What follows belongs to an exercise in optimizing a design on an open flow for small area; a production flow would make more cautious choices.
The RTL was checked by simulation tests, not by an equivalence proof against the original design.

==> lagoon <==
Design Paso_Banda, start of the top module:
module Paso_Banda (
  input  wire signed [20:0] u,
  input  wire clk, rst, EN,
  output wire signed [20:0] y1, y2, y3
);
export LEC_CHECK = 0
export CAP_MARGIN = 20
export CORE_MARGIN = 2
export CORE_UTILIZATION = 40
export CTS_BUF_LIST = sky130_fd_sc_hd__clkbuf_8
export CTS_CLUSTER_DIAMETER = 70
export CTS_CLUSTER_SIZE = 24
export SLEW_MARGIN = 20
export SYNTH_HIERARCHICAL = 1
create_clock -name core_clock -period 25.0 [get_ports {clk}]
run.sh (not shown) runs the stock make flow with config.mk's settings and CLKGATE_MAP_FILE= SYNTH_SCRIPT=/design/flow/synth_recipe.tcl, a recipe that flattens the netlist after the stock synthesis.
==> pepper: changes against lagoon <==
CTS_BUF_LIST = unset   (was sky130_fd_sc_hd__clkbuf_8)
CTS_CLUSTER_DIAMETER = unset   (was 70)
CTS_CLUSTER_SIZE = unset   (was 24)
==> maple: changes against lagoon <==
CAP_MARGIN = 5   (was 20)
SLEW_MARGIN = 5   (was 20)
==> run summary <==
- The lowest first-iteration DRC count belongs to lagoon, the highest to maple.
- In utilization, maple and lagoon hardly differ.
- Die area is the same in lagoon and pepper.
- Maximum frequency, lowest first: lagoon, pepper, maple.
- Critical path depth is the same in lagoon and maple.
- Via count is about the same in maple and lagoon.
==> figures <==
item	pepper	lagoon	maple
Combined area of the multi-input logic cells	48,700 µm²	48,600 µm²	48,600 µm²
NonClk Buf Share	2.16%	2.20%	2.20%
Arr. time, crit path	24.46 ns	24.58 ns	24.52 ns
Topmost layer with routed signal wires	met4	met5	met5
Placed cell areas	66,800 µm²	66,800 µm²	66,800 µm²
Fmax	0.0418 GHz	0.0418 GHz	0.0419 GHz
Grt met1 use	30.8%	30.7%	30.8%
Number of filler instances in the final layout	14.7k	14.8k	14.8k
Share of the final layout cell area in sequential cells	16.4%	16.6%	16.6%
Detailed-route wire length on metal 1	73,500 µm	73,700 µm	73,400 µm
Sum of routed wire length over all layers	161,000 µm	161,000 µm	161,000 µm
Routed length on met3	8910 µm	8360 µm	8950 µm
Run status	no timing/DRC/antenna violations	no timing/DRC/antenna violations	no timing/DRC/antenna violations

---

==> run C <==
Paso_Banda, a different RTL version from the one above (not shown whole).
export LEC_CHECK = 0
export CAP_MARGIN = 20
export CORE_MARGIN = 2
export CORE_UTILIZATION = 40
export CTS_BUF_LIST = sky130_fd_sc_hd__clkbuf_8
export CTS_CLUSTER_DIAMETER = 70
export CTS_CLUSTER_SIZE = 24
export SLEW_MARGIN = 20
export SYNTH_HIERARCHICAL = 1
create_clock -name core_clock -period 25.0 [get_ports {clk}]
==> run R: changes against run C <==
--- a/flow/design.v
+++ b/flow/design.v
@@ -5,12 +5,13 @@
   assign s = a ^ b ^ c;
   assign co = (a & b) | (a & c) | (b & c);
 endmodule
 module Filtro_low1 (
   input  wire clk, rst, EN,
   input  wire [20:0] x,
+  input  wire [20:0] xm,
   output wire [10:0] y
 );
   reg [20:0] f1;
   reg [10:0] t;
   reg [20:0] m2r;
   reg [8:0] mcr;
@@ -444,19 +445,12 @@
   Sumador u_low1_n425 (.a(x[20]), .b(low1_n424), .c(low1_n367), .s(low1_n425), .co(low1_n426));
   wire low1_n427 = ~low1_n426;
   wire low1_n428, low1_n429;
   Sumador u_low1_n428 (.a(low1_n427), .b(x[20]), .c(low1_n372), .s(low1_n428), .co(low1_n429));
   wire [22:0] R0 = {low1_n429, ~low1_n428, low1_n425, low1_n423, low1_n421, low1_n419, low1_n417, low1_n414, low1_n412, low1_n409, low1_n406, low1_n403, low1_n400, low1_n397, low1_n394, low1_n391, low1_n388, low1_n385, low1_n383, low1_n381, low1_n379, low1_n377, low1_n374};
   wire [20:0] xs = x;
-  wire [20:0] xz;
-  assign xz[0] = 1'b1;
-  genvar gi;
-  generate for (gi = 1; gi < 21; gi = gi + 1) begin : dz
-    assign xz[gi] = xz[gi-1] & ~xs[gi-1];
-  end endgenerate
-  wire [20:0] xm = {xz[20], xs[19:0] ^ xz[19:0]};
   wire So = (~S[21] & (|S[20:20]));
   wire Su = (S[21] & ~(&S[20:20]));
   wire [20:0] fk = (So & xs[20]) ? xm : (Su & ~xs[20]) ? {1'b1, xs[19:0]} : (~R0[22] & (|R0[21:20])) ? 21'h0FFFFF : (R0[22] & ~(&R0[21:20])) ? 21'h100000 : R0[20:0];
   wire low1_n430 = f1[0] ^ low1_n63;
   wire low1_n431 = f1[0] & low1_n63;
   wire low1_n432, low1_n433;
@@ -1488,12 +1482,13 @@
     end
   end
 endmodule
 module Filtro_mid1 (
   input  wire clk, rst, EN,
   input  wire [20:0] x,
+  input  wire [20:0] xm,
   output wire [19:0] y
 );
   reg [20:0] f1;
   reg [18:0] t;
   reg [19:0] m2r;
   reg [17:0] mcr;
@@ -1897,19 +1892,12 @@
   Sumador u_mid1_n395 (.a(x[20]), .b(mid1_n343), .c(mid1_n394), .s(mid1_n395), .co(mid1_n396));
   wire mid1_n397 = ~mid1_n394;
   wire mid1_n398, mid1_n399;
   Sumador u_mid1_n398 (.a(mid1_n397), .b(mid1_n346), .c(mid1_n396), .s(mid1_n398), .co(mid1_n399));
   wire [22:0] R0 = {mid1_n399, ~mid1_n398, ~mid1_n395, mid1_n393, mid1_n390, mid1_n388, mid1_n386, mid1_n383, mid1_n380, mid1_n378, mid1_n376, mid1_n374, mid1_n372, mid1_n370, mid1_n368, mid1_n365, mid1_n362, mid1_n360, mid1_n358, mid1_n356, mid1_n354, mid1_n352, mid1_n349};
   wire [20:0] xs = x;
-  wire [20:0] xz;
-  assign xz[0] = 1'b1;
-  genvar gi;
-  generate for (gi = 1; gi < 21; gi = gi + 1) begin : dz
-    assign xz[gi] = xz[gi-1] & ~xs[gi-1];
-  end endgenerate
-  wire [20:0] xm = {xz[20], xs[19:0] ^ xz[19:0]};
   wire So = (~S[21] & (|S[20:20]));
   wire Su = (S[21] & ~(&S[20:20]));
   wire [20:0] fk = (So & xs[20]) ? xm : (Su & ~xs[20]) ? {1'b1, xs[19:0]} : (~R0[22] & (|R0[21:20])) ? 21'h0FFFFF : (R0[22] & ~(&R0[21:20])) ? 21'h100000 : R0[20:0];
   wire mid1_n400 = ~f1[1];
   wire mid1_n401 = ~f1[0];
   wire mid1_n402 = mid1_n400 ^ mid1_n401;
@@ -3008,12 +2996,13 @@
     end
   end
 endmodule
 module Filtro_hi1 (
   input  wire clk, rst, EN,
   input  wire [20:0] x,
+  input  wire [20:0] xm,
   output wire [20:0] y
 );
   reg [20:0] f1;
   reg [20:0] t;
   reg [20:0] m2r;
   reg [20:0] mcr;
@@ -3440,19 +3429,12 @@
   Sumador u_hi1_n418 (.a(x[20]), .b(hi1_n359), .c(hi1_n417), .s(hi1_n418), .co(hi1_n419));
   wire hi1_n420 = ~x[20];
   wire hi1_n421, hi1_n422;
   Sumador u_hi1_n421 (.a(hi1_n363), .b(hi1_n419), .c(hi1_n420), .s(hi1_n421), .co(hi1_n422));
   wire [22:0] R0 = {~hi1_n422, hi1_n421, hi1_n418, hi1_n416, hi1_n413, hi1_n410, hi1_n407, hi1_n404, hi1_n402, hi1_n400, hi1_n398, hi1_n396, hi1_n393, hi1_n391, hi1_n389, hi1_n386, hi1_n383, hi1_n380, hi1_n377, hi1_n374, hi1_n371, hi1_n368, hi1_n365};
   wire [20:0] xs = x;
-  wire [20:0] xz;
-  assign xz[0] = 1'b1;
-  genvar gi;
-  generate for (gi = 1; gi < 21; gi = gi + 1) begin : dz
-    assign xz[gi] = xz[gi-1] & ~xs[gi-1];
-  end endgenerate
-  wire [20:0] xm = {xz[20], xs[19:0] ^ xz[19:0]};
   wire So = (~S[21] & (|S[20:20]));
   wire Su = (S[21] & ~(&S[20:20]));
   wire [20:0] fk = (So & xs[20]) ? xm : (Su & ~xs[20]) ? {1'b1, xs[19:0]} : (~R0[22] & (|R0[21:20])) ? 21'h0FFFFF : (R0[22] & ~(&R0[21:20])) ? 21'h100000 : R0[20:0];
   wire hi1_n423 = f1[0] ^ hi1_n49;
   wire hi1_n424 = f1[0] & hi1_n49;
   wire hi1_n425, hi1_n426;
@@ -5160,16 +5142,23 @@
 endmodule
 module Paso_Banda (
   input  wire signed [20:0] u,
   input  wire clk, rst, EN,
   output wire signed [20:0] y1, y2, y3
 );
+  wire [20:0] uz;
+  assign uz[0] = 1'b1;
+  genvar gi;
+  generate for (gi = 1; gi < 21; gi = gi + 1) begin : dz
+    assign uz[gi] = uz[gi-1] & ~u[gi-1];
+  end endgenerate
+  wire [20:0] um = {uz[20], u[19:0] ^ uz[19:0]};
   wire [10:0] c_low;
-  Filtro_low1 s_low1 (.clk(clk), .rst(rst), .EN(EN), .x(u), .y(c_low));
+  Filtro_low1 s_low1 (.clk(clk), .rst(rst), .EN(EN), .x(u), .xm(um), .y(c_low));
   Filtro_low2 s_low2 (.clk(clk), .rst(rst), .EN(EN), .x(c_low), .y(y1));
   wire [19:0] c_mid;
-  Filtro_mid1 s_mid1 (.clk(clk), .rst(rst), .EN(EN), .x(u), .y(c_mid));
+  Filtro_mid1 s_mid1 (.clk(clk), .rst(rst), .EN(EN), .x(u), .xm(um), .y(c_mid));
   Filtro_mid2 s_mid2 (.clk(clk), .rst(rst), .EN(EN), .x(c_mid), .y(y2));
   wire [20:0] c_hi;
-  Filtro_hi1 s_hi1 (.clk(clk), .rst(rst), .EN(EN), .x(u), .y(c_hi));
+  Filtro_hi1 s_hi1 (.clk(clk), .rst(rst), .EN(EN), .x(u), .xm(um), .y(c_hi));
   Filtro_hi2 s_hi2 (.clk(clk), .rst(rst), .EN(EN), .x(c_hi), .y(y3));
 endmodule
CORE_UTILIZATION = 65   (was 40)
CTS_CLUSTER_DIAMETER = 50   (was 70)
CTS_CLUSTER_SIZE = 18   (was 24)
==> impl_results.md <==
- RD Place Congestion: approximately 0.94
- Global-route wire length before repair: roughly 260000 um
- Via count: 39800
- Area of the die: between 0.09 and 0.1 mm^2
- Required @ worst endpoint: 25.56 ns
- CTS Buf Count: 85
- Design area: between 0.06 and 0.07 mm^2
- R2r endpoint: s_hi2.f1[15]
- Peak Freq: 41.5 MHz
- GR Util met3: under 10%
- Buffering overhead: 2.36%
- Synth top area cells: fa_1 52%, dfrtp_1 18%, inv_1 4.1%
- Synth top area share: approximately 52%
- Status: complete, no violations
Source of the figures above: run R

==> impl_results.md <==
- Status: complete, no violations
- Peak Freq: 41.7 MHz
- Via count: 39800
- Largest net degree at the start of global routing: 98
- Required @ worst endpoint: 25.68 ns
- CTS Buf Count: 67
- Buffering overhead: 2.31%
- RD Place Congestion: 0.905
- Synth top area cells: fa_1 51%, dfrtp_1 18%, inv_1 4.1%
- Area of the die: 0.162 mm^2
- GR Util met3: slightly below 3%
- Global-route wire length before repair: approximately 260000 um
- Synth top area share: 51.3%
- Design area: 0.0680 mm^2
Source of the figures above: run C

## port drivers added, routing unchanged
How much do the figures lean on ideal ports? The routed layouts below were timed once more, with nothing changed but the port constraints.
Step 1: set_driving_cell puts a clkbuf_16 on clk and a buf_2 on each other input, an assumption about the parent block.
Step 2 moves the port delays by t, midway between the first and last clock arrival at a register: inputs arrive t later, outputs are due t later. That takes back most of the time a late clock gives input paths.
Slacks: ideal / step 1 / step 2; pairs: ideal / step 1.
run	shift t [ns]	setup slack, ns	hold WS [ns]	worst setup path at the end	worst data-port slew with drivers (ns)
lagoon	0.860	1.081 / 1.081 / 1.081	0.522 / 0.522 / 0.522	register to register	0.05
pepper	0.742	1.100 / 1.100 / 1.100	0.515 / 0.515 / 0.515	register to register	0.05
maple	0.860	1.140 / 1.140 / 1.140	0.522 / 0.522 / 0.522	register to register	0.05
run C	0.871	1.038 / 1.038 / 1.038	0.521 / 0.521 / 0.521	register to register	0.05
run R	0.802	0.927 / 0.927 / 0.927	0.520 / 0.520 / 0.520	register to register	0.05
After both steps every run listed still meets setup and hold.
